What follows belongs to an exercise in optimizing a design on an open flow for small area and a short achievable clock period; a production flow would make more cautious choices.
For this run, only the layout was checked, not whether the RTL still works.
Power is estimated from default activity; no workload was simulated.

==> design/flow/design.v <==
module RGB_to_Gray(input CLK, input [7:0] R, input [7:0] G, input [7:0] B, input In_Valid, output reg [7:0] Gray, output reg Out_Valid);
    reg [7:0] r, g, b; reg v0;
    always @(posedge CLK) begin r <= R; g <= G; b <= B; v0 <= In_Valid; end
    wire w8 = ({r[7], r[6], r[5], r[4], r[3], r[2], r[1], r[0]} >= 8'd2);
    wire w9 = ({r[7], r[6], r[5], r[4], r[3], r[2], r[1], r[0]} >= 8'd4);
    wire w10 = ({r[7], r[6], r[5], r[4], r[3], r[2], r[1], r[0]} >= 8'd7);
    wire w11 = ({r[7], r[6], r[5], r[4], r[3], r[2], r[1], r[0]} >= 8'd14);
    wire w12 = ({r[7], r[6], r[5], r[4], r[3], r[2], r[1], r[0]} >= 8'd27);
    wire w13 = ({r[7], r[6], r[5], r[4], r[3], r[2], r[1], r[0]} >= 8'd54);
    wire w14 = ({r[7], r[6], r[5], r[4], r[3], r[2], r[1], r[0]} >= 8'd108);
    wire w15 = ({r[7], r[6], r[5], r[4], r[3], r[2], r[1], r[0]} >= 8'd215);
    wire w24 = ({g[7], g[6], g[5], g[4], g[3], g[2], g[1], g[0]} >= 8'd2);
    wire w25 = ({g[7], g[6], g[5], g[4], g[3], g[2], g[1], g[0]} >= 8'd4);
    wire w26 = ({g[7], g[6], g[5], g[4], g[3], g[2], g[1], g[0]} >= 8'd7);
    wire w27 = ({g[7], g[6], g[5], g[4], g[3], g[2], g[1], g[0]} >= 8'd14);
    wire w28 = ({g[7], g[6], g[5], g[4], g[3], g[2], g[1], g[0]} >= 8'd28);
    wire w29 = ({g[7], g[6], g[5], g[4], g[3], g[2], g[1], g[0]} >= 8'd55);
    wire w30 = ({g[7], g[6], g[5], g[4], g[3], g[2], g[1], g[0]} >= 8'd110);
    wire w31 = ({g[7], g[6], g[5], g[4], g[3], g[2], g[1], g[0]} >= 8'd219);
    wire w41 = ({b[7], b[6], b[5], b[4], b[3], b[2], b[1], b[0]} >= 8'd3);
    wire w42 = ({b[7], b[6], b[5], b[4], b[3], b[2], b[1], b[0]} >= 8'd5);
    wire w43 = ({b[7], b[6], b[5], b[4], b[3], b[2], b[1], b[0]} >= 8'd9);
    wire w44 = ({b[7], b[6], b[5], b[4], b[3], b[2], b[1], b[0]} >= 8'd18);
    wire w45 = ({b[7], b[6], b[5], b[4], b[3], b[2], b[1], b[0]} >= 8'd36);
    wire w46 = ({b[7], b[6], b[5], b[4], b[3], b[2], b[1], b[0]} >= 8'd71);
    wire w47 = ({b[7], b[6], b[5], b[4], b[3], b[2], b[1], b[0]} >= 8'd141);
    wire w48_0, w48_1; ha u48 (r[2], r[1], w48_0, w48_1);
    wire w49_0, w49_1; fa u49 (r[3], r[2], r[1], w49_0, w49_1);
    wire w50_0, w50_1; fa u50 (r[4], r[3], r[2], w50_0, w50_1);
    wire w51_0, w51_1; fa u51 (r[5], r[4], r[3], w51_0, w51_1);
    wire w52_0, w52_1; fa u52 (r[6], r[5], r[4], w52_0, w52_1);
    wire w53_0, w53_1; fa u53 (r[7], r[6], r[5], w53_0, w53_1);
    wire w54_0, w54_1; ha u54 (r[1], r[0], w54_0, w54_1);
    wire w55_0, w55_1; fa u55 (r[0], w48_0, w11, w55_0, w55_1);
    wire w56_0, w56_1; fa u56 (w48_1, w12, w49_0, w56_0, w56_1);
    wire w57_0, w57_1; fa u57 (w49_1, w13, w50_0, w57_0, w57_1);
    wire w58_0, w58_1; fa u58 (w50_1, w14, w51_0, w58_0, w58_1);
    wire w59_0, w59_1; fa u59 (w51_1, w15, w52_0, w59_0, w59_1);
    wire w60_0, w60_1; fa u60 (r[0], w52_1, w53_0, w60_0, w60_1);
    wire w61_0, w61_1; ha u61 (r[0], w9, w61_0, w61_1);
    wire w62_0, w62_1; fa u62 (w54_0, w10, w61_1, w62_0, w62_1);
    wire w63_0, w63_1; fa u63 (w54_1, w55_0, w62_1, w63_0, w63_1);
    wire w64_0, w64_1; fa u64 (w55_1, w56_0, w63_1, w64_0, w64_1);
    wire w65_0, w65_1; fa u65 (w56_1, w57_0, w64_1, w65_0, w65_1);
    wire w66_0, w66_1; fa u66 (w57_1, w58_0, w65_1, w66_0, w66_1);
    wire w67_0, w67_1; fa u67 (w58_1, w59_0, w66_1, w67_0, w67_1);
    wire w68_0, w68_1; fa u68 (p59_1_1, p60_0_1, p67_1_1, w68_0, w68_1);
    wire w69_0, w69_1; ha u69 (g[4], g[0], w69_0, w69_1);
    wire w70_0, w70_1; fa u70 (g[5], g[1], w31, w70_0, w70_1);
    wire w71_0, w71_1; fa u71 (g[6], g[2], g[0], w71_0, w71_1);
    wire w72_0, w72_1; ha u72 (g[0], w26, w72_0, w72_1);
    wire w73_0, w73_1; fa u73 (g[1], w27, w72_1, w73_0, w73_1);
    wire w74_0, w74_1; fa u74 (g[2], w28, w73_1, w74_0, w74_1);
    wire w75_0, w75_1; fa u75 (g[3], w29, w74_1, w75_0, w75_1);
    wire w76_0, w76_1; fa u76 (w69_0, w30, w75_1, w76_0, w76_1);
    wire w77_0, w77_1; fa u77 (w69_1, w70_0, w76_1, w77_0, w77_1);
    wire w78_0, w78_1; fa u78 (w70_1, w71_0, w77_1, w78_0, w78_1);
    wire w79 = ~w8;
    wire w80 = w61_0 & w79;
    wire w81 = ~w24;
    wire w82 = w25 & w81;
    wire w83 = ~w9;
    wire w84 = w62_0 & w83;
    wire w85 = ~w25;
    wire w86 = w72_0 & w85;
    wire w87 = ~w10;
    wire w88 = w63_0 & w87;
    wire w89 = ~w26;
    wire w90 = w73_0 & w89;
    wire w91 = ~w11;
    wire w92 = w64_0 & w91;
    wire w93 = ~w27;
    wire w94 = w74_0 & w93;
    wire w95 = ~w12;
    wire w96 = w65_0 & w95;
    wire w97 = ~w28;
    wire w98 = w75_0 & w97;
    wire w99 = ~w13;
    wire w100 = w66_0 & w99;
    wire w101 = ~w29;
    wire w102 = w76_0 & w101;
    wire w103 = ~w14;
    wire w104 = w67_0 & w103;
    wire w105 = ~w30;
    wire w106 = w77_0 & w105;
    wire w107 = ~w15;
    wire w108 = w68_0 & p107_0_1;
    wire w109 = ~p31_0_1;
    wire w110 = p78_0_1 & w109;
    wire w111_0, w111_1; ha u111 (r[7], r[6], w111_0, w111_1);
    wire w112_0, w112_1; fa u112 (r[7], r[2], r[0], w112_0, w112_1);
    wire w113_0, w113_1; fa u113 (g[7], g[3], g[1], w113_0, w113_1);
    wire w114_0, w114_1; fa u114 (r[3], r[1], r[0], w114_0, w114_1);
    wire w115_0, w115_1; fa u115 (r[4], r[2], r[1], w115_0, w115_1);
    wire w116_0, w116_1; fa u116 (r[5], r[3], r[2], w116_0, w116_1);
    wire w117_0, w117_1; ha u117 (r[0], g[6], w117_0, w117_1);
    wire w118_0, w118_1; fa u118 (r[6], r[4], r[3], w118_0, w118_1);
    wire w119_0, w119_1; fa u119 (r[1], g[7], g[5], w119_0, w119_1);
    wire w120_0, w120_1; fa u120 (r[7], r[5], r[4], w120_0, w120_1);
    wire w121_0, w121_1; ha u121 (r[2], g[6], w121_0, w121_1);
    wire w122_0, w122_1; fa u122 (r[6], r[5], r[3], w122_0, w122_1);
    wire w123_0, w123_1; ha u123 (g[7], g[6], w123_0, w123_1);
    wire w124_0, w124_1; fa u124 (r[7], r[6], r[4], w124_0, w124_1);
    wire w125_0, w125_1; ha u125 (r[0], g[7], w125_0, w125_1);
    wire w126_0, w126_1; ha u126 (r[7], r[5], w126_0, w126_1);
    wire w127_0, w127_1; ha u127 (r[5], r[2], w127_0, w127_1);
    wire w128_0, w128_1; fa u128 (r[6], r[3], r[2], w128_0, w128_1);
    wire w129_0, w129_1; fa u129 (r[7], r[4], r[3], w129_0, w129_1);
    wire w130_0, w130_1; fa u130 (r[5], r[4], r[1], w130_0, w130_1);
    wire w131_0, w131_1; fa u131 (r[6], r[5], r[2], w131_0, w131_1);
    wire w132_0, w132_1; ha u132 (r[7], r[6], w132_0, w132_1);
    wire w133_0, w133_1; fa u133 (r[1], w111_0, w53_1, w133_0, w133_1);
    wire w134_0, w134_1; fa u134 (g[0], w111_1, w71_1, w134_0, w134_1);
    wire w135_0, w135_1; ha u135 (w112_0, w113_0, w135_0, w135_1);
    wire w136_0, w136_1; fa u136 (g[4], g[2], g[1], w136_0, w136_1);
    wire w137_0, w137_1; fa u137 (w112_1, w113_1, w114_0, w137_0, w137_1);
    wire w138_0, w138_1; fa u138 (g[5], g[3], g[2], w138_0, w138_1);
    wire w139_0, w139_1; fa u139 (g[0], w114_1, w115_0, w139_0, w139_1);
    wire w140_0, w140_1; fa u140 (g[4], g[3], g[1], w140_0, w140_1);
    wire w141_0, w141_1; fa u141 (w117_0, w115_1, w116_0, w141_0, w141_1);
    wire w142_0, w142_1; fa u142 (g[4], g[2], w117_1, w142_0, w142_1);
    wire w143_0, w143_1; fa u143 (w116_1, w118_0, w119_0, w143_0, w143_1);
    wire w144_0, w144_1; fa u144 (g[5], g[3], w121_0, w144_0, w144_1);
    wire w145_0, w145_1; fa u145 (w118_1, w119_1, w120_0, w145_0, w145_1);
    wire w146_0, w146_1; fa u146 (g[4], g[0], w121_1, w146_0, w146_1);
    wire w147_0, w147_1; fa u147 (w123_0, w120_1, w122_0, w147_0, w147_1);
    wire w148_0, w148_1; fa u148 (g[5], g[1], w123_1, w148_0, w148_1);
    wire w149_0, w149_1; fa u149 (w125_0, w122_1, w124_0, w149_0, w149_1);
    wire w150_0, w150_1; fa u150 (r[1], g[6], g[2], w150_0, w150_1);
    wire w151_0, w151_1; fa u151 (w125_1, w126_0, w124_1, w151_0, w151_1);
    wire w152_0, w152_1; fa u152 (r[6], r[2], g[7], w152_0, w152_1);
    wire w153_0, w153_1; fa u153 (g[3], g[0], w126_1, w153_0, w153_1);
    wire w154_0, w154_1; fa u154 (r[7], r[3], r[0], w154_0, w154_1);
    wire w155_0, w155_1; fa u155 (g[4], g[1], g[0], w155_0, w155_1);
    wire w156_0, w156_1; fa u156 (r[4], r[1], r[0], w156_0, w156_1);
    wire w157_0, w157_1; fa u157 (g[5], g[2], g[1], w157_0, w157_1);
    wire w158_0, w158_1; fa u158 (r[1], g[6], g[3], w158_0, w158_1);
    wire w159_0, w159_1; fa u159 (g[2], g[0], w127_0, w159_0, w159_1);
    wire w160_0, w160_1; fa u160 (g[7], g[4], g[3], w160_0, w160_1);
    wire w161_0, w161_1; fa u161 (g[1], w127_1, w128_0, w161_0, w161_1);
    wire w162_0, w162_1; fa u162 (r[0], g[5], g[4], w162_0, w162_1);
    wire w163_0, w163_1; fa u163 (g[2], w128_1, w129_0, w163_0, w163_1);
    wire w164_0, w164_1; fa u164 (g[6], g[5], g[3], w164_0, w164_1);
    wire w165_0, w165_1; fa u165 (g[0], w129_1, w130_0, w165_0, w165_1);
    wire w166_0, w166_1; fa u166 (g[7], g[6], g[4], w166_0, w166_1);
    wire w167_0, w167_1; fa u167 (g[1], w130_1, w131_0, w167_0, w167_1);
    wire w168_0, w168_1; fa u168 (r[3], g[7], g[5], w168_0, w168_1);
    wire w169_0, w169_1; fa u169 (g[2], w132_0, w131_1, w169_0, w169_1);
    wire w170_0, w170_1; fa u170 (r[7], r[4], g[6], w170_0, w170_1);
    wire w171_0, w171_1; ha u171 (g[3], w132_1, w171_0, w171_1);
    wire w172_0, w172_1; ha u172 (r[5], g[7], w172_0, w172_1);
    wire w173_0, w173_1; ha u173 (w133_0, w60_1, w173_0, w173_1);
    wire w174_0, w174_1; fa u174 (w133_1, w135_0, w134_0, w174_0, w174_1);
    wire w175_0, w175_1; fa u175 (w136_0, w135_1, w134_1, w175_0, w175_1);
    wire w176_0, w176_1; fa u176 (w136_1, w138_0, w137_1, w176_0, w176_1);
    wire w177_0, w177_1; fa u177 (w138_1, w140_0, w139_1, w177_0, w177_1);
    wire w178_0, w178_1; fa u178 (w140_1, w142_0, w141_1, w178_0, w178_1);
    wire w179_0, w179_1; fa u179 (w142_1, w144_0, w143_1, w179_0, w179_1);
    wire w180_0, w180_1; fa u180 (w144_1, w146_0, w145_1, w180_0, w180_1);
    wire w181_0, w181_1; fa u181 (w146_1, w148_0, w147_1, w181_0, w181_1);
    wire w182_0, w182_1; fa u182 (w150_0, w148_1, w149_1, w182_0, w182_1);
    wire w183_0, w183_1; fa u183 (w150_1, w152_0, w153_0, w183_0, w183_1);
    wire w184_0, w184_1; fa u184 (w152_1, w154_0, w155_0, w184_0, w184_1);
    wire w185_0, w185_1; fa u185 (w154_1, w155_1, w156_0, w185_0, w185_1);
    wire w186_0, w186_1; fa u186 (w156_1, w157_1, w158_0, w186_0, w186_1);
    wire w187_0, w187_1; fa u187 (w158_1, w160_0, w159_1, w187_0, w187_1);
    wire w188_0, w188_1; fa u188 (w160_1, w162_0, w161_1, w188_0, w188_1);
    wire w189_0, w189_1; fa u189 (w162_1, w164_0, w163_1, w189_0, w189_1);
    wire w190_0, w190_1; fa u190 (w164_1, w166_0, w165_1, w190_0, w190_1);
    wire w191_0, w191_1; fa u191 (w166_1, w168_0, w167_1, w191_0, w191_1);
    wire w192_0, w192_1; fa u192 (w168_1, w170_0, w171_0, w192_0, w192_1);
    wire w193_0, w193_1; fa u193 (g[4], w172_0, w170_1, w193_0, w193_1);
    wire w194_0, w194_1; ha u194 (r[6], g[5], w194_0, w194_1);
    wire w195_0, w195_1; ha u195 (p173_0_1, w110, w195_0, w195_1);
    wire w196_0, w196_1; fa u196 (p173_1_1, p174_0_1, p78_1_1, w196_0, w196_1);
    wire w197_0, w197_1; fa u197 (w137_0, w174_1, w175_0, w197_0, w197_1);
    wire w198_0, w198_1; fa u198 (w139_0, w175_1, w176_0, w198_0, w198_1);
    wire w199_0, w199_1; fa u199 (w141_0, w176_1, w177_0, w199_0, w199_1);
    wire w200_0, w200_1; fa u200 (w143_0, w177_1, w178_0, w200_0, w200_1);
    wire w201_0, w201_1; fa u201 (w145_0, w178_1, w179_0, w201_0, w201_1);
    wire w202_0, w202_1; fa u202 (w147_0, w179_1, w180_0, w202_0, w202_1);
    wire w203_0, w203_1; fa u203 (w149_0, w180_1, w181_0, w203_0, w203_1);
    wire w204_0, w204_1; fa u204 (w151_0, w181_1, w182_0, w204_0, w204_1);
    wire w205_0, w205_1; fa u205 (w151_1, w183_0, w182_1, w205_0, w205_1);
    wire w206_0, w206_1; fa u206 (w153_1, w184_0, w183_1, w206_0, w206_1);
    wire w207_0, w207_1; fa u207 (w157_0, w184_1, w185_0, w207_0, w207_1);
    wire w208_0, w208_1; fa u208 (w159_0, w185_1, w186_0, w208_0, w208_1);
    wire w209_0, w209_1; fa u209 (w186_1, w161_0, w187_0, w209_0, w209_1);
    wire w210_0, w210_1; fa u210 (w163_0, w187_1, w188_0, w210_0, w210_1);
    wire w211_0, w211_1; fa u211 (w165_0, w188_1, w189_0, w211_0, w211_1);
    wire w212_0, w212_1; fa u212 (w167_0, w189_1, w190_0, w212_0, w212_1);
    wire w213_0, w213_1; fa u213 (w169_0, w190_1, w191_0, w213_0, w213_1);
    wire w214_0, w214_1; fa u214 (w169_1, w192_0, w191_1, w214_0, w214_1);
    wire w215_0, w215_1; fa u215 (w171_1, w193_0, w192_1, w215_0, w215_1);
    wire w216_0, w216_1; fa u216 (w172_1, w194_0, w193_1, w216_0, w216_1);
    wire w217_0, w217_1; fa u217 (r[7], g[6], w194_1, w217_0, w217_1);
    wire w219 = w205_1 & w206_0;
    wire w220 = w206_1 | w207_0;
    wire w221 = w206_1 & w207_0;
    wire w222 = w207_1 | w208_0;
    wire w223 = w207_1 & w208_0;
    wire w224 = w208_1 | w209_0;
    wire w225 = w208_1 & w209_0;
    wire w226 = w209_1 | w210_0;
    wire w227 = w209_1 & w210_0;
    wire w228 = w210_1 | w211_0;
    wire w229 = w210_1 & w211_0;
    wire w230 = w211_1 | w212_0;
    wire w231 = w211_1 & w212_0;
    wire w232 = w212_1 | w213_0;
    wire w233 = w212_1 & w213_0;
    wire w234 = p213_1_1 | p214_0_1;
    wire w235 = p213_1_1 & p214_0_1;
    wire w236 = p214_1_1 | p215_0_1;
    wire w237 = p214_1_1 & p215_0_1;
    wire w238 = p215_1_1 | p216_0_1;
    wire w239 = p215_1_1 & p216_0_1;
    wire w240 = p216_1_1 | p217_0_1;
    wire w241 = p216_1_1 & p217_0_1;
    wire w242 = p217_1_1 | p23_0_1;
    wire w243 = p217_1_1 & p23_0_1;
    wire w244 = w221 | (w220 & w219);
    wire w246 = w225 | (w224 & w223);
    wire w247 = w224 & w222;
    wire w248 = w229 | (w228 & w227);
    wire w249 = w228 & w226;
    wire w250 = w233 | (w232 & w231);
    wire w251 = w232 & w230;
    wire w252 = w237 | (w236 & w235);
    wire w253 = w236 & w234;
    wire w254 = w241 | (w240 & w239);
    wire w255 = w240 & w238;
    wire w258 = w246 | (w247 & w244);
    wire w260 = w231 | (w230 & w248);
    wire w261 = w230 & w249;
    wire w262 = w250 | (w251 & w248);
    wire w263 = w251 & w249;
    wire w264 = w239 | (w238 & w252);
    wire w265 = w238 & w253;
    wire w266 = w254 | (w255 & w252);
    wire w267 = w255 & w253;
    wire w268 = w227 | (w226 & w258);
    wire w270 = w248 | (w249 & w258);
    wire w272 = w260 | (w261 & w258);
    wire w274 = w262 | (w263 & w258);
    wire w276 = w243 | (w242 & w266);
    wire w277 = w242 & w267;
    wire w278 = w235 | (w234 & p274_0_1);
    wire w280 = w252 | (w253 & p274_0_1);
    wire w282 = w264 | (w265 & p274_0_1);
    wire w284 = w266 | (w267 & p274_0_1);
    wire w286 = w276 | (w277 & p274_0_1);
    wire w288 = |{w210_1, w211_1, w212_1, w213_1, w214_1, w215_1, w216_1, w217_1, w211_0, w212_0, w213_0, w214_0, w215_0, w216_0, w217_0, g[7], w268};
    wire w289 = |{w211_1, w212_1, w213_1, w214_1, w215_1, w216_1, w217_1, w212_0, w213_0, w214_0, w215_0, w216_0, w217_0, g[7], w270};
    wire w290 = |{w212_1, w213_1, w214_1, w215_1, w216_1, w217_1, w213_0, w214_0, w215_0, w216_0, w217_0, g[7], w272};
    wire w291 = |{p213_1_1, p214_1_1, p215_1_1, p216_1_1, p217_1_1, p214_0_1, p215_0_1, p216_0_1, p217_0_1, p23_0_1, p274_0_1};
    wire w292 = |{p214_1_1, p215_1_1, p216_1_1, p217_1_1, p215_0_1, p216_0_1, p217_0_1, p23_0_1, w278};
    wire w293 = |{p215_1_1, p216_1_1, p217_1_1, p216_0_1, p217_0_1, p23_0_1, w280};
    wire w294 = |{p216_1_1, p217_1_1, p217_0_1, p23_0_1, w282};
    wire w295 = |{p217_1_1, p23_0_1, w284};
    wire w296 = |{w286};
    wire w297 = ~b[0];
    wire w298 = ~b[1];
    wire w299 = ~b[2];
    wire w300 = ~b[3];
    wire w301 = ~b[4];
    wire w302 = ~b[5];
    wire w303 = ~b[6];
    wire w304 = ~b[7];
    wire w305_0, w305_1; fa u305 (b[6], b[4], b[2], w305_0, w305_1);
    wire w306_0, w306_1; ha u306 (b[7], b[5], w306_0, w306_1);
    wire w307_0, w307_1; ha u307 (b[6], b[4], w307_0, w307_1);
    wire w308_0, w308_1; ha u308 (b[7], b[5], w308_0, w308_1);
    wire w309_0, w309_1; ha u309 (b[4], b[2], w309_0, w309_1);
    wire w310_0, w310_1; fa u310 (b[5], b[3], b[1], w310_0, w310_1);
    wire w311_0, w311_1; fa u311 (w297, w47, w305_0, w311_0, w311_1);
    wire w312_0, w312_1; fa u312 (b[3], w298, w306_0, w312_0, w312_1);
    wire w313_0, w313_1; fa u313 (b[0], w299, w306_1, w313_0, w313_1);
    wire w314_0, w314_1; fa u314 (b[1], w300, w307_1, w314_0, w314_1);
    wire w315_0, w315_1; fa u315 (b[6], b[2], w301, w315_0, w315_1);
    wire w316_0, w316_1; ha u316 (b[2], b[0], w316_0, w316_1);
    wire w317_0, w317_1; fa u317 (b[3], b[1], w44, w317_0, w317_1);
    wire w318_0, w318_1; fa u318 (b[0], w309_0, w45, w318_0, w318_1);
    wire w319_0, w319_1; fa u319 (w309_1, w46, w310_0, w319_0, w319_1);
    wire w320; xn u320 (w310_1, w311_0, w320);
    wire w321 = w310_1 | w311_0;
    wire w322_0, w322_1; fa u322 (w305_1, w312_0, w311_1, w322_0, w322_1);
    wire w323_0, w323_1; fa u323 (w307_0, w312_1, w313_0, w323_0, w323_1);
    wire w324_0, w324_1; fa u324 (w308_0, w313_1, w314_0, w324_0, w324_1);
    wire w325_0, w325_1; fa u325 (w308_1, w315_0, w314_1, w325_0, w325_1);
    wire w326_0, w326_1; ha u326 (b[0], w41, w326_0, w326_1);
    wire w327_0, w327_1; fa u327 (b[1], w42, w326_1, w327_0, w327_1);
    wire w328_0, w328_1; fa u328 (w316_0, w43, w327_1, w328_0, w328_1);
    wire w329_0, w329_1; fa u329 (w316_1, w317_0, w328_1, w329_0, w329_1);
    wire w330_0, w330_1; fa u330 (w317_1, w318_0, w329_1, w330_0, w330_1);
    wire w331_0, w331_1; fa u331 (w318_1, w319_0, w330_1, w331_0, w331_1);
    wire w332_0, w332_1; fa u332 (w319_1, w320, w331_1, w332_0, w332_1);
    wire w333_0, w333_1; fa u333 (p321_0_1, p322_0_1, p332_1_1, w333_0, w333_1);
    wire w334_0, w334_1; fa u334 (p322_1_1, p323_0_1, w333_1, w334_0, w334_1);
    wire w335_0, w335_1; fa u335 (p323_1_1, p324_0_1, w334_1, w335_0, w335_1);
    wire w336_0, w336_1; fa u336 (p324_1_1, p325_0_1, w335_1, w336_0, w336_1);
    wire w337 = ~w42;
    wire w338 = w328_0 & w337;
    wire w339 = w338 & w288;
    wire w340 = ~w339;
    wire w341 = ~w43;
    wire w342 = w329_0 & w341;
    wire w343 = w342 & w289;
    wire w344 = ~w343;
    wire w345 = ~w44;
    wire w346 = w330_0 & w345;
    wire w347 = w346 & w290;
    wire w348 = ~w347;
    wire w349 = ~w45;
    wire w350 = w331_0 & w349;
    wire w351 = p350_0_1 & w291;
    wire w352 = ~w351;
    wire w353 = ~w46;
    wire w354 = w332_0 & w353;
    wire w355 = p354_0_1 & w292;
    wire w356 = ~w355;
    wire w357 = ~p47_0_1;
    wire w358 = w333_0 & w357;
    wire w359 = w358 & w293;
    wire w360 = ~w359;
    wire w361 = w334_0 & w294;
    wire w362 = ~w361;
    wire w363 = w335_0 & w295;
    wire w364 = ~w363;
    wire w365 = w336_0 & w296;
    wire w366 = ~w365;
    wire w367_0, w367_1; fa u367 (b[7], b[3], w302, w367_0, w367_1);
    wire w368_0, w368_1; ha u368 (w297, w315_1, w368_0, w368_1);
    wire w369_0, w369_1; ha u369 (b[4], w303, w369_0, w369_1);
    wire w370_0, w370_1; ha u370 (b[7], b[5], w370_0, w370_1);
    wire w371_0, w371_1; ha u371 (b[6], b[1], w371_0, w371_1);
    wire w372_0, w372_1; ha u372 (b[7], b[2], w372_0, w372_1);
    wire w373_0, w373_1; fa u373 (w367_0, w368_0, w325_1, w373_0, w373_1);
    wire w374_0, w374_1; fa u374 (w298, w369_0, w367_1, w374_0, w374_1);
    wire w375_0, w375_1; ha u375 (w368_1, w197_0, w375_0, w375_1);
    wire w376_0, w376_1; fa u376 (b[5], w304, w299, w376_0, w376_1);
    wire w377_0, w377_1; fa u377 (w369_1, w197_1, w198_0, w377_0, w377_1);
    wire w378_0, w378_1; fa u378 (b[6], w300, w198_1, w378_0, w378_1);
    wire w379 = ~w199_0;
    wire w380_0, w380_1; fa u380 (b[7], w301, w297, w380_0, w380_1);
    wire w381_0, w381_1; ha u381 (w199_1, w200_0, w381_0, w381_1);
    wire w382_0, w382_1; fa u382 (w302, w298, w200_1, w382_0, w382_1);
    wire w383_0, w383_1; fa u383 (b[0], w303, w299, w383_0, w383_1);
    wire w384_0, w384_1; fa u384 (b[1], w304, w300, w384_0, w384_1);
    wire w385_0, w385_1; fa u385 (b[2], b[0], w301, w385_0, w385_1);
    wire w386_0, w386_1; ha u386 (w203_1, w204_0, w386_0, w386_1);
    wire w387_0, w387_1; fa u387 (b[3], b[1], w302, w387_0, w387_1);
    wire w388; xn u388 (w204_1, w205_0, w388);
    wire w389 = w204_1 | w205_0;
    wire w390_0, w390_1; fa u390 (b[4], b[2], w303, w390_0, w390_1);
    wire w391_0, w391_1; fa u391 (w297, w206_0, w205_1, w391_0, w391_1);
    wire w392_0, w392_1; fa u392 (b[5], b[3], w304, w392_0, w392_1);
    wire w393_0, w393_1; fa u393 (w298, w207_0, w206_1, w393_0, w393_1);
    wire w394_0, w394_1; fa u394 (b[6], b[4], w299, w394_0, w394_1);
    wire w395; xn u395 (w207_1, w208_0, w395);
    wire w396 = w207_1 | w208_0;
    wire w397_0, w397_1; fa u397 (b[0], w300, w370_0, w397_0, w397_1);
    wire w398; xn u398 (w208_1, w209_0, w398);
    wire w399 = w208_1 | w209_0;
    wire w400_0, w400_1; fa u400 (w301, w370_1, w371_0, w400_0, w400_1);
    wire w401; xn u401 (w209_1, w210_0, w401);
    wire w402 = w209_1 | w210_0;
    wire w403_0, w403_1; fa u403 (w302, w371_1, w372_0, w403_0, w403_1);
    wire w404; xn u404 (w210_1, w211_0, w404);
    wire w405 = w210_1 | w211_0;
    wire w406_0, w406_1; fa u406 (b[3], w303, w372_1, w406_0, w406_1);
    wire w407; xn u407 (w211_1, w212_0, w407);
    wire w408 = w211_1 | w212_0;
    wire w409_0, w409_1; fa u409 (b[4], w304, w212_1, w409_0, w409_1);
    wire w410 = ~w213_0;
    wire w411_0, w411_1; ha u411 (b[5], w213_1, w411_0, w411_1);
    wire w412_0, w412_1; ha u412 (p38_0_1, p215_0_1, w412_0, w412_1);
    wire w413_0, w413_1; ha u413 (p39_0_1, p216_0_1, w413_0, w413_1);
    wire w414_0, w414_1; ha u414 (w80, w338, w414_0, w414_1);
    wire w415_0, w415_1; fa u415 (w82, w84, w342, w415_0, w415_1);
    wire w416_0, w416_1; fa u416 (w86, w88, w346, w416_0, w416_1);
    wire w417_0, w417_1; fa u417 (p90_0_1, p92_0_1, p350_0_1, w417_0, w417_1);
    wire w418_0, w418_1; fa u418 (p94_0_1, p96_0_1, p354_0_1, w418_0, w418_1);
    wire w419_0, w419_1; fa u419 (p98_0_1, p100_0_1, w358, w419_0, w419_1);
    wire w420_0, w420_1; fa u420 (p102_0_1, p104_0_1, w334_0, w420_0, w420_1);
    wire w421_0, w421_1; fa u421 (p106_0_1, w108, w335_0, w421_0, w421_1);
    wire w422_0, w422_1; fa u422 (w68_1, w195_0, w336_0, w422_0, w422_1);
    wire w423_0, w423_1; fa u423 (p373_0_1, w196_0, w195_1, w423_0, w423_1);
    wire w424_0, w424_1; fa u424 (w374_0, w373_1, w375_0, w424_0, w424_1);
    wire w425_0, w425_1; fa u425 (w376_0, w374_1, w375_1, w425_0, w425_1);
    wire w426_0, w426_1; fa u426 (w376_1, w379, w377_1, w426_0, w426_1);
    wire w427_0, w427_1; fa u427 (w380_0, w199_0, w378_1, w427_0, w427_1);
    wire w428_0, w428_1; fa u428 (w380_1, w201_0, w381_1, w428_0, w428_1);
    wire w429_0, w429_1; fa u429 (w383_0, w201_1, w202_0, w429_0, w429_1);
    wire w430_0, w430_1; fa u430 (w383_1, w384_0, w202_1, w430_0, w430_1);
    wire w431_0, w431_1; fa u431 (w384_1, w385_0, w386_0, w431_0, w431_1);
    wire w432_0, w432_1; fa u432 (w385_1, w387_0, w388, w432_0, w432_1);
    wire w433_0, w433_1; fa u433 (w387_1, w390_0, w389, w433_0, w433_1);
    wire w434_0, w434_1; fa u434 (w390_1, w392_0, w393_0, w434_0, w434_1);
    wire w435_0, w435_1; fa u435 (w392_1, w394_0, w395, w435_0, w435_1);
    wire w436_0, w436_1; fa u436 (w394_1, w397_0, w396, w436_0, w436_1);
    wire w437_0, w437_1; fa u437 (w397_1, w400_0, w399, w437_0, w437_1);
    wire w438_0, w438_1; fa u438 (w400_1, w403_0, w402, w438_0, w438_1);
    wire w439_0, w439_1; fa u439 (w403_1, w406_0, w405, w439_0, w439_1);
    wire w440_0, w440_1; fa u440 (w406_1, w410, w408, w440_0, w440_1);
    wire w441_0, w441_1; fa u441 (w214_0, w213_0, w411_0, w441_0, w441_1);
    wire w442_0, w442_1; fa u442 (p214_1_1, w412_0, p411_1_1, w442_0, w442_1);
    wire w443_0, w443_1; fa u443 (p215_1_1, w413_0, w412_1, w443_0, w443_1);
    wire w444_0, w444_1; fa u444 (p217_0_1, p216_1_1, w413_1, w444_0, w444_1);
    wire w445_0, w445_1; ha u445 (p23_0_1, p217_1_1, w445_0, w445_1);
    wire w446_0, w446_1; ha u446 (p414_0_1, p340_0_1, w446_0, w446_1);
    wire w447_0, w447_1; fa u447 (p414_1_1, p415_0_1, p344_0_1, w447_0, w447_1);
    wire w448_0, w448_1; fa u448 (p415_1_1, p416_0_1, p348_0_1, w448_0, w448_1);
    wire w449_0, w449_1; fa u449 (p416_1_1, w352, w417_0, w449_0, w449_1);
    wire w450_0, w450_1; fa u450 (w417_1, w356, w418_0, w450_0, w450_1);
    wire w451_0, w451_1; fa u451 (w418_1, w360, w419_0, w451_0, w451_1);
    wire w452_0, w452_1; fa u452 (w419_1, w362, w420_0, w452_0, w452_1);
    wire w453_0, w453_1; fa u453 (w420_1, w364, w421_0, w453_0, w453_1);
    wire w454_0, w454_1; fa u454 (w421_1, w366, w422_0, w454_0, w454_1);
    wire w455_0, w455_1; fa u455 (w423_0, w336_1, w422_1, w455_0, w455_1);
    wire w456_0, w456_1; fa u456 (p424_0_1, w196_1, w423_1, w456_0, w456_1);
    wire w457_0, w457_1; fa u457 (w377_0, w424_1, w425_0, w457_0, w457_1);
    wire w458_0, w458_1; fa u458 (w378_0, w425_1, w426_0, w458_0, w458_1);
    wire w459_0, w459_1; fa u459 (w381_0, w426_1, w427_0, w459_0, w459_1);
    wire w460_0, w460_1; fa u460 (w382_0, w427_1, w428_0, w460_0, w460_1);
    wire w461_0, w461_1; fa u461 (w382_1, w429_0, w428_1, w461_0, w461_1);
    wire w462_0, w462_1; fa u462 (w203_0, w429_1, w430_0, w462_0, w462_1);
    wire w463; xn u463 (w430_1, w431_0, w463);
    wire w464 = w430_1 | w431_0;
    wire w465_0, w465_1; fa u465 (w386_1, w432_0, w431_1, w465_0, w465_1);
    wire w466_0, w466_1; fa u466 (w391_0, w432_1, w433_0, w466_0, w466_1);
    wire w467_0, w467_1; fa u467 (w391_1, w433_1, w434_0, w467_0, w467_1);
    wire w468_0, w468_1; fa u468 (w393_1, w435_0, w434_1, w468_0, w468_1);
    wire w469_0, w469_1; fa u469 (w398, w435_1, w436_0, w469_0, w469_1);
    wire w470_0, w470_1; fa u470 (w436_1, w401, w437_0, w470_0, w470_1);
    wire w471_0, w471_1; fa u471 (w404, w437_1, w438_0, w471_0, w471_1);
    wire w472_0, w472_1; fa u472 (w407, w438_1, w439_0, w472_0, w472_1);
    wire w473_0, w473_1; fa u473 (w409_0, w439_1, w440_0, w473_0, w473_1);
    wire w474_0, w474_1; fa u474 (w409_1, w440_1, w441_0, w474_0, w474_1);
    wire w475; xn u475 (p441_1_1, w442_0, w475);
    wire w476 = p441_1_1 | w442_0;
    wire w477; xn u477 (w443_0, w442_1, w477);
    wire w478 = w443_0 | w442_1;
    wire w479; xn u479 (w444_0, w443_1, w479);
    wire w480 = w444_0 | w443_1;
    wire w481; xn u481 (w445_0, w444_1, w481);
    wire w482 = w445_0 | w444_1;
    wire w483 = ~w445_1;
    wire w484 = w446_1 | w447_0;
    wire w485 = w446_1 & w447_0;
    wire w486 = w447_1 | w448_0;
    wire w487 = w447_1 & w448_0;
    wire w488 = w448_1 | w449_0;
    wire w489 = w448_1 & w449_0;
    wire w490 = w449_1 | w450_0;
    wire w491 = w449_1 & w450_0;
    wire w492 = w450_1 | w451_0;
    wire w493 = w450_1 & w451_0;
    wire w494 = w451_1 | w452_0;
    wire w495 = w451_1 & w452_0;
    wire w496 = w452_1 | w453_0;
    wire w497 = w452_1 & w453_0;
    wire w498 = w453_1 | w454_0;
    wire w499 = w453_1 & w454_0;
    wire w500 = w454_1 | w455_0;
    wire w501 = w454_1 & w455_0;
    wire w502 = w455_1 | w456_0;
    wire w503 = w455_1 & w456_0;
    wire w504 = w456_1 | p457_0_1;
    wire w505 = w456_1 & p457_0_1;
    wire w506 = p457_1_1 | p458_0_1;
    wire w507 = p457_1_1 & p458_0_1;
    wire w508 = w458_1 | w459_0;
    wire w509 = w458_1 & w459_0;
    wire w510 = w459_1 | w460_0;
    wire w511 = w459_1 & w460_0;
    wire w512 = w460_1 | w461_0;
    wire w513 = w460_1 & w461_0;
    wire w514 = w461_1 | w462_0;
    wire w515 = w461_1 & w462_0;
    wire w516 = w462_1 | w463;
    wire w517 = w462_1 & w463;
    wire w518 = p464_0_1 | p465_0_1;
    wire w519 = p464_0_1 & p465_0_1;
    wire w520 = w465_1 | w466_0;
    wire w521 = w465_1 & w466_0;
    wire w522 = w466_1 | w467_0;
    wire w523 = w466_1 & w467_0;
    wire w524 = w467_1 | w468_0;
    wire w525 = w467_1 & w468_0;
    wire w526 = w468_1 | w469_0;
    wire w527 = w468_1 & w469_0;
    wire w528 = w469_1 | w470_0;
    wire w529 = w469_1 & w470_0;
    wire w530 = w470_1 | w471_0;
    wire w531 = w470_1 & w471_0;
    wire w532_0, w532_1; ha u532 (w471_1, w472_0, w532_0, w532_1);
    wire w533_0, w533_1; ha u533 (w472_1, w473_0, w533_0, w533_1);
    wire w534_0, w534_1; ha u534 (p473_1_1, p474_0_1, w534_0, w534_1);
    wire w535_0, w535_1; ha u535 (p474_1_1, w475, w535_0, w535_1);
    wire w536_0, w536_1; ha u536 (w476, w477, w536_0, w536_1);
    wire w537_0, w537_1; ha u537 (w478, w479, w537_0, w537_1);
    wire w538_0, w538_1; ha u538 (w480, w481, w538_0, w538_1);
    wire w539_0, w539_1; ha u539 (w482, w483, w539_0, w539_1);
    wire w540 = w531 | (w530 & w529);
    wire w541 = w530 & w528;
    wire w542 = w527 | (w526 & w525);
    wire w543 = w526 & w524;
    wire w544 = p540_0_1 | (p541_0_1 & p542_0_1);
    wire w545 = p541_0_1 & p543_0_1;
    wire w546 = w523 | (w522 & w521);
    wire w547 = w522 & w520;
    wire w548 = p546_0_1 | (p547_0_1 & w519);
    wire w549 = p547_0_1 & w518;
    wire w550 = w544 | (w545 & w548);
    wire w551 = w545 & w549;
    wire w552 = w517 | (w516 & w515);
    wire w553 = w516 & w514;
    wire w554 = w552 | (w553 & w513);
    wire w555 = w553 & w512;
    wire w556 = p511_0_1 | (p510_0_1 & p509_0_1);
    wire w557 = p510_0_1 & p508_0_1;
    wire w558 = w556 | (w557 & w507);
    wire w559 = w557 & w506;
    wire w560 = p554_0_1 | (p555_0_1 & w558);
    wire w561 = p555_0_1 & w559;
    wire w562 = w550 | (w551 & w560);
    wire w563 = w551 & w561;
    wire w564 = w505 | (w504 & w503);
    wire w565 = w504 & w502;
    wire w566 = w564 | (w565 & w501);
    wire w567 = w565 & w500;
    wire w568 = w499 | (w498 & w497);
    wire w569 = w498 & w496;
    wire w570 = w568 | (w569 & w495);
    wire w571 = w569 & w494;
    wire w572 = w566 | (w567 & w570);
    wire w573 = w567 & w571;
    wire w574 = w493 | (w492 & w491);
    wire w575 = w492 & w490;
    wire w576 = w574 | (w575 & w489);
    wire w577 = w575 & w488;
    wire w578 = w487 | (w486 & w485);
    wire w579 = w486 & w484;
    wire w580 = w578 | (w579 & w446_0);
    wire w581 = w576 | (w577 & w580);
    wire w583 = w572 | (w573 & w581);
    wire w585 = w562 | (w563 & w583);
    wire w587 = p533_1_2 | (p533_0_2 & p532_1_2);
    wire w588 = p533_0_2 & p532_0_2;
    wire w589 = p535_1_1 | (p535_0_1 & p534_1_1);
    wire w590 = p535_0_1 & p534_0_1;
    wire w591 = w537_1 | (w537_0 & w536_1);
    wire w592 = p537_0_1 & p536_0_1;
    wire w595 = p534_1_1 | (p534_0_1 & w587);
    wire w596 = p534_0_1 & w588;
    wire w597 = w589 | (w590 & w587);
    wire w598 = w590 & w588;
    wire w599 = w538_1 | (w538_0 & w591);
    wire w600 = p538_0_1 & w592;
    wire w603 = p536_1_1 | (p536_0_1 & w597);
    wire w604 = p536_0_1 & w598;
    wire w605 = p591_0_1 | (w592 & w597);
    wire w606 = w592 & w598;
    wire w607 = p599_0_1 | (w600 & w597);
    wire w608 = w600 & w598;
    wire w611 = p532_1_2 | (p532_0_2 & p585_0_1);
    wire w612 = w587 | (w588 & p585_0_1);
    wire w613 = w595 | (w596 & p585_0_1);
    wire w614 = w597 | (w598 & p585_0_1);
    wire w615 = w603 | (w604 & p585_0_1);
    wire w616 = w605 | (w606 & p585_0_1);
    wire w617 = w607 | (w608 & p585_0_1);
    wire w619; xr u619 (p532_0_2, p585_0_1, w619);
    wire w620; xr u620 (p533_0_2, w611, w620);
    wire w621; xr u621 (p534_0_1, w612, w621);
    wire w622; xr u622 (p535_0_1, w613, w622);
    wire w623; xr u623 (p536_0_1, w614, w623);
    wire w624; xr u624 (p537_0_1, w615, w624);
    wire w625; xr u625 (p538_0_1, w616, w625);
    wire w626; xr u626 (p539_0_1, w617, w626);
    reg p23_0_1;
    reg p38_0_1;
    reg p39_0_1;
    reg p59_1_1;
    reg p60_0_1;
    reg p67_1_1;
    reg p31_0_1;
    reg p107_0_1;
    reg p78_0_1;
    reg p173_0_1;
    reg p173_1_1;
    reg p174_0_1;
    reg p78_1_1;
    reg p213_1_1;
    reg p214_0_1;
    reg p214_1_1;
    reg p215_0_1;
    reg p215_1_1;
    reg p216_0_1;
    reg p216_1_1;
    reg p217_0_1;
    reg p217_1_1;
    reg p274_0_1;
    reg p47_0_1;
    reg p321_0_1;
    reg p322_0_1;
    reg p332_1_1;
    reg p322_1_1;
    reg p323_0_1;
    reg p323_1_1;
    reg p324_0_1;
    reg p324_1_1;
    reg p325_0_1;
    reg p350_0_1;
    reg p354_0_1;
    reg p90_0_1;
    reg p92_0_1;
    reg p94_0_1;
    reg p96_0_1;
    reg p98_0_1;
    reg p100_0_1;
    reg p102_0_1;
    reg p104_0_1;
    reg p106_0_1;
    reg p373_0_1;
    reg p411_1_1;
    reg p414_0_1;
    reg p340_0_1;
    reg p414_1_1;
    reg p415_0_1;
    reg p344_0_1;
    reg p415_1_1;
    reg p416_0_1;
    reg p348_0_1;
    reg p416_1_1;
    reg p424_0_1;
    reg p441_1_1;
    reg p457_0_1;
    reg p457_1_1;
    reg p458_0_1;
    reg p464_0_1;
    reg p465_0_1;
    reg p473_1_1;
    reg p474_0_1;
    reg p474_1_1;
    reg p540_0_1;
    reg p541_0_1;
    reg p542_0_1;
    reg p543_0_1;
    reg p546_0_1;
    reg p547_0_1;
    reg p511_0_1;
    reg p510_0_1;
    reg p509_0_1;
    reg p508_0_1;
    reg p554_0_1;
    reg p555_0_1;
    reg p533_1_1;
    reg p533_1_2;
    reg p533_0_1;
    reg p533_0_2;
    reg p532_1_1;
    reg p532_1_2;
    reg p532_0_1;
    reg p532_0_2;
    reg p535_1_1;
    reg p535_0_1;
    reg p534_1_1;
    reg p534_0_1;
    reg p537_0_1;
    reg p536_1_1;
    reg p536_0_1;
    reg p538_0_1;
    reg p591_0_1;
    reg p599_0_1;
    reg p585_0_1;
    reg p539_0_1;
    always @(posedge CLK) begin
        p23_0_1 <= g[7];
        p38_0_1 <= b[6];
        p39_0_1 <= b[7];
        p59_1_1 <= w59_1;
        p60_0_1 <= w60_0;
        p67_1_1 <= w67_1;
        p31_0_1 <= w31;
        p107_0_1 <= w107;
        p78_0_1 <= w78_0;
        p173_0_1 <= w173_0;
        p173_1_1 <= w173_1;
        p174_0_1 <= w174_0;
        p78_1_1 <= w78_1;
        p213_1_1 <= w213_1;
        p214_0_1 <= w214_0;
        p214_1_1 <= w214_1;
        p215_0_1 <= w215_0;
        p215_1_1 <= w215_1;
        p216_0_1 <= w216_0;
        p216_1_1 <= w216_1;
        p217_0_1 <= w217_0;
        p217_1_1 <= w217_1;
        p274_0_1 <= w274;
        p47_0_1 <= w47;
        p321_0_1 <= w321;
        p322_0_1 <= w322_0;
        p332_1_1 <= w332_1;
        p322_1_1 <= w322_1;
        p323_0_1 <= w323_0;
        p323_1_1 <= w323_1;
        p324_0_1 <= w324_0;
        p324_1_1 <= w324_1;
        p325_0_1 <= w325_0;
        p350_0_1 <= w350;
        p354_0_1 <= w354;
        p90_0_1 <= w90;
        p92_0_1 <= w92;
        p94_0_1 <= w94;
        p96_0_1 <= w96;
        p98_0_1 <= w98;
        p100_0_1 <= w100;
        p102_0_1 <= w102;
        p104_0_1 <= w104;
        p106_0_1 <= w106;
        p373_0_1 <= w373_0;
        p411_1_1 <= w411_1;
        p414_0_1 <= w414_0;
        p340_0_1 <= w340;
        p414_1_1 <= w414_1;
        p415_0_1 <= w415_0;
        p344_0_1 <= w344;
        p415_1_1 <= w415_1;
        p416_0_1 <= w416_0;
        p348_0_1 <= w348;
        p416_1_1 <= w416_1;
        p424_0_1 <= w424_0;
        p441_1_1 <= w441_1;
        p457_0_1 <= w457_0;
        p457_1_1 <= w457_1;
        p458_0_1 <= w458_0;
        p464_0_1 <= w464;
        p465_0_1 <= w465_0;
        p473_1_1 <= w473_1;
        p474_0_1 <= w474_0;
        p474_1_1 <= w474_1;
        p540_0_1 <= w540;
        p541_0_1 <= w541;
        p542_0_1 <= w542;
        p543_0_1 <= w543;
        p546_0_1 <= w546;
        p547_0_1 <= w547;
        p511_0_1 <= w511;
        p510_0_1 <= w510;
        p509_0_1 <= w509;
        p508_0_1 <= w508;
        p554_0_1 <= w554;
        p555_0_1 <= w555;
        p533_1_1 <= w533_1;
        p533_1_2 <= p533_1_1;
        p533_0_1 <= w533_0;
        p533_0_2 <= p533_0_1;
        p532_1_1 <= w532_1;
        p532_1_2 <= p532_1_1;
        p532_0_1 <= w532_0;
        p532_0_2 <= p532_0_1;
        p535_1_1 <= w535_1;
        p535_0_1 <= w535_0;
        p534_1_1 <= w534_1;
        p534_0_1 <= w534_0;
        p537_0_1 <= w537_0;
        p536_1_1 <= w536_1;
        p536_0_1 <= w536_0;
        p538_0_1 <= w538_0;
        p591_0_1 <= w591;
        p599_0_1 <= w599;
        p585_0_1 <= w585;
        p539_0_1 <= w539_0;
    end
    reg v1; always @(posedge CLK) v1 <= v0;
    reg v2; always @(posedge CLK) v2 <= v1;
    always @(posedge CLK) begin Gray <= {w626, w625, w624, w623, w622, w621, w620, w619}; Out_Valid <= v2; end
endmodule
module fa(input a, input b, input c, output s, output co);
    assign s = a ^ b ^ c;
    assign co = (a & b) | (a & c) | (b & c);
endmodule
module ha(input a, input b, output s, output co);
    assign s = a ^ b;
    assign co = a & b;
endmodule
module xr(input a, input b, output y);
    assign y = a ^ b;
endmodule
module xn(input a, input b, output y);
    assign y = ~(a ^ b);
endmodule
module ao(input g1, input p1, input g0, output y);
    assign y = g1 | (p1 & g0);
endmodule
module an2(input a, input b, output y);
    assign y = a & b;
endmodule
module or2(input a, input b, output y);
    assign y = a | b;
endmodule
==> design/flow/flow/run.sh <==
#!/bin/bash
set -euo pipefail
export SETUP_SLACK_MARGIN=11.95
export CTS_ARGS="-sink_clustering_enable -repair_clock_nets -dont_use_dummy_load -buf_list sky130_fd_sc_hd__clkbuf_8"
export BUFFER_PORTS_ARGS="-buffer_cell sky130_fd_sc_hd__buf_2"
bash standard.sh synth > synth.log 2>&1
bash standard.sh > layout.log 2>&1
==> design/flow/standard.sh <==
#!/bin/bash
# synth_recipe.tcl (not shown) runs the flow's synth.tcl, then flattens the netlist and writes it again
# the make line also repeats each setting of config.mk as NAME=value (left out here)
make -C /OpenROAD-flow-scripts/flow DESIGN_CONFIG=/design/flow/config.mk WORK_HOME=/design/flow/orfs CLKGATE_MAP_FILE= SYNTH_SCRIPT=/design/flow/synth_recipe.tcl "${@:-finish}"
==> design/flow/config.mk <==
export PLATFORM = sky130hd
export DESIGN_NAME = RGB_to_Gray
export DESIGN_NICKNAME = RGB_to_Gray
export VERILOG_FILES = /design/flow/design.v
export SDC_FILE = /design/flow/constraint.sdc
export NUM_CORES = 8
export LEC_CHECK = 0
export CAP_MARGIN = 20
export CORE_MARGIN = 2
export CORE_UTILIZATION = 60
export CTS_BUF_LIST = sky130_fd_sc_hd__clkbuf_8
export PLACE_DENSITY = 0.75
export SLEW_MARGIN = 20
export SYNTH_HIERARCHICAL = 1
export SYNTH_MINIMUM_KEEP_SIZE = 0
==> design/flow/constraint.sdc <==
create_clock -name core_clock -period 16.0 [get_ports {CLK}]
set_input_delay 3.2000 -clock core_clock [delete_from_list [all_inputs] [get_ports {CLK}]]
set_output_delay 3.2000 -clock core_clock [all_outputs]
set_load 0.01 [all_outputs]
==> run summary <==
* Status: timing/DRC/antenna clean
* Buffer and inverter count on the worst path at 1
* Warnings, synthesis at 7
* Initial antenna violation count at 0
* Final ANT Viol Nets at 0
* Vias in the first global route at 6,061
* Pins over their slew limit at 0
* Reg2Reg Depth at 9
* Net Sw Power at 0.799 mW
* Final HPWL from detailed placement at 14.9 mm
* CTS buffer count at 17
* Share of power burned in registers at 0.262
* Flop2flop setup slack at 11.96 ns
* Final number of hold-violating endpoints at 0
* Max H-tree Level at 4
* CP max FO at 1
* Syn-to-layout area delta at 13.4%
* Combinational share of power at 0.634
* Hold depth at 0
* Worst-path clk slew at 0.07 ns
* Kind of critical path: reg -> out
* Sw Ratio at 0.412
* Fraction of the cycle the final worst path needs at 0.255
* DR DRC count at 0
* Internal power at 1.14 mW
* Post-synthesis simple-gate area fraction at 0.0540
* VDD IR max at 0.000177 V
* Pin count of the biggest net entering global routing at 17
* #FFs+latches synth at 133
* Post-Syn Instances at 637
* Reg-to-reg critical path endpoint: p554_0_1$_DFF_P_
* Cell breakdown of the critical path: buf_6
* CP Launch Type: register
* CTS Sinks at 133
* Pleak at 4.20 nW
* Commonest non-fill, non-tap cell in the layout: fa_1
* Compound-Gate Fraction of Synth Area at 0.0634
* Mux share of post-synthesis cell area at 0
* Slew @ Worst Pin at 0.760 ns
* Max Root-Sink Buffers at 2
* Tot GR Track Use at 0.269
* Fin nets at 1,031
* Syn Nets at 931
* Most frequent cells in the layout: fa_1, dfxtp_1, ha_1
* Synth Area in XOR/XNOR at 0.0192
* Unrepaired setup endpoints after global routing: yes
* Top delay family on crit path: flip-flops
* Largest family of logic cells by synthesized area: adder cells
* Setup TNS at 0 ns
* Layout cells sized above 1 at 0.242
* Die Area at 16,200 um^2
* Min Tclk post-route at 4.08 ns
* Setup violations, final at 0
* Max Cap Viol at 0
* Hold Path Class: reg -> reg
* Detailed Route WL at 20.6 mm
* Mapped Area at 9110 um^2
* Crit. End Element: primary output
* Die W at 127 um
* Antenna Cells at 0
* Post-CTS Hold Buffers at 0
* Clock latency on the worst-skew pair at 0.45 ns
* Die Y at 127 um
* Routability cong. at 0.879
* CORE AREA at 15,000 um^2
* Max frequency at 245 MHz
* Final Non-Filler Cells at 923
* Worst path slowest cell: dfxtp_2
* Vias at 5,449
* Dpl cells at 859
* Worst EP arrival at 0.88 ns
* Ports at 35
* Post-Synth Adder-Cell Area at 0.562
* Worst path max stage delay at 0.32 ns
* WL per Instance at 22.3 um
* Port bufs at 34
* Hold EP: v2$_DFF_P_
* Mapped Avg Cell Area at 14.3 um^2
* CTS tree: built
* First-pass GRT wire length at 32.0 mm
* Register area share after synthesis at 0.292
* R2r startpoint: r[4]$_DFF_P_
* DR vias/cell at 5.90
* Power per cell area at 188 nW/um^2
* Worst path required time at 12.80 ns
* Min-delay src: v1$_DFF_P_
* Total grt overflow at 0
* Final Skew at 0.0257 ns
* Initial DRC Count at 435
* Max-Slew Margin vs Limit at 0.493
* First-pass DRT Iterations at 5
* CTS root buf: clkbuf_8
* Clk pwr share at 0.104
* Yosys cell types at 45
* Initial Util at 0.606
* Site Rows at 45
state kept, by name (all words and copies together) (netlist names), 8 cells and up:
name / flops
r: 8
g: 8
b: 8
Gray: 8
power groups by stage:
| stage | logic (mW) | registers, mW | clock network (mW) |
|---|---|---|---|
| detailed placement | 1.13 | 0.523 | 0 |
| floorplan | 0.824 | 0.508 | 0 |
| CTS | 1.15 | 0.511 | 0.206 |
| global route | 1.37 | 0.520 | 0.221 |
| global placement | 1.07 | 0.518 | 0 |
| finish | 1.23 | 0.509 | 0.201 |
logic make-up after synthesis:
family	after synthesis
xor gates and xnor gates	20
DFF	133
adders and majority gates	278
and+or+nand+nor	99
buffers and inverters	22
other	1
AOI/OAI and AO/OA	84
per-stage QoR:
stage | hold WS (ns) | worst slack (ns) | power (mW) | utilization | cell area [um^2]
3_5_place_dp | 0.315 | 11.58 | 1.65 | 0.635 | 9540
6_report | 0.325 | 11.92 | 1.94 | 0.687 | 10300
3_3_place_gp | 0.311 | 11.71 | 1.59 | 0.635 | 9540
2_1_floorplan | 0.310 | 11.95 | 1.33 | - | 9130
4_1_cts | 0.329 | 11.89 | 1.87 | 0.663 | 9970
5_1_grt | 0.331 | 11.84 | 2.11 | 0.687 | 10300
cell usage after synthesis (all sizes together):
cell     count  area, um^2
a21o         7        52.6
a21oi       17        85.1
a221o        1        10.0
a221oi       1        8.76
a22o         1        8.76
a31o         4        35.0
a31oi       11        68.8
a41o         1        10.0
a41oi        2        17.5
and2         3        18.8
and3        11        68.8
conb         1        3.75
dfxtp      133        2660
fa         221        4420
ha          47         588
inv         22        82.6
maj3        10         105
nand2       20        75.1
nand2b       1        6.26
nand3        6        30.0
nand4        1        6.26
nor2        27         101
nor2b        2        12.5
nor3         4        20.0
nor3b        1        7.51
nor4         5        31.3
o2111ai      2        17.5
o211a        1        10.0
o211ai       4        30.0
o21a         1        7.51
o21ai       10        50.1
o21bai       2        15.0
o221a        1        11.3
o22a         3        26.3
o22ai        6        37.5
o31ai        6        50.1
o32ai        1        8.76
o41ai        2        17.5
or2         17         106
or4          1        7.51
xnor2       12         105
xor2         8        70.1
modules after synthesis (local to each module, per instance):
module | cells inside | copies in the design | cell area [um^2] | flip-flops and latches
RGB_to_Gray | 349 | 1 | 3920 | 133
fa | 1 | 221 | 20.0 | 0
ha | 1 | 47 | 12.5 | 0
xn | 1 | 12 | 8.76 | 0
xr | 1 | 8 | 8.76 | 0
worst max-delay path by stage:
stage / startpoint / end / slack (ns) / cells past startpoint
after floorplan: r[0]$_DFF_P_ / p554_0_1$_DFF_P_ / 11.95 / 10
after global placement: g[4]$_DFF_P_ / p554_0_1$_DFF_P_ / 11.71 / 9
after detailed placement: g[4]$_DFF_P_ / p554_0_1$_DFF_P_ / 11.58 / 9
after CTS: Gray[5]$_DFF_P_ / Gray[5] / 11.89 / 1
after global routing: b[2]$_DFF_P_ / p354_0_1$_DFF_P_ / 11.84 / 11
final: Gray[5]$_DFF_P_ / Gray[5] / 11.92 / 1
layer usage:
metal  global-route usage  part of all wire  routed length (um)  vias to the layer above
met5                    0                 0                   0                        -
met4                0.122             0.039                 813                        0
met3               0.0582             0.049                1020                       60
met2                0.441              0.52               10600                      201
met1                0.349              0.40                8150                     2857
li1                     -                 -                   -                     2331
repair_timing:
action,4_1_cts,5_1_grt
pin swaps,1,16
buffers inserted,18,29
endpoints found under the setup margin,29,23
resized for setup,25,37
cell type report:
class	count	area (um^2)
clock buffers	17	234
fillers	1009	4700
inverters	22	97.6
multi-input cells	482	6470
flip-flops and latches	133	2730
well taps	188	235
repair buffers	81	563

==> re-timing with driven ports <==
In the flow no input, the clock included, has a driving cell. The finished layout below was timed again as built, in two steps. Step 1 (the two cells are an assumption about what drives the block):
set clk [get_ports {CLK}]
set_driving_cell -lib_cell sky130_fd_sc_hd__clkbuf_16 $clk
set_driving_cell -lib_cell sky130_fd_sc_hd__buf_2 [delete_from_list [all_inputs] $clk]
Step 2 adds t to the input delays and takes it off the output delays; t is the mean of the earliest and latest rising clock arrival at the registers after step 1. Input paths then give back, and output paths get back, about the clock's delay inside the block. Three values: no drivers, after step 1, after step 2; two values: the first two.
shift t [ns]: 0.482
setup slack, ns: 11.920 / 11.876 / 11.960
worst setup path at the end: register to register
worst register clock-pin slew, ns: 0.07 / 0.07
After both steps setup and hold are still met in this run. For this run, drivers alone change the setup slack by -0.044 ns; drivers and shift together by +0.040 ns.
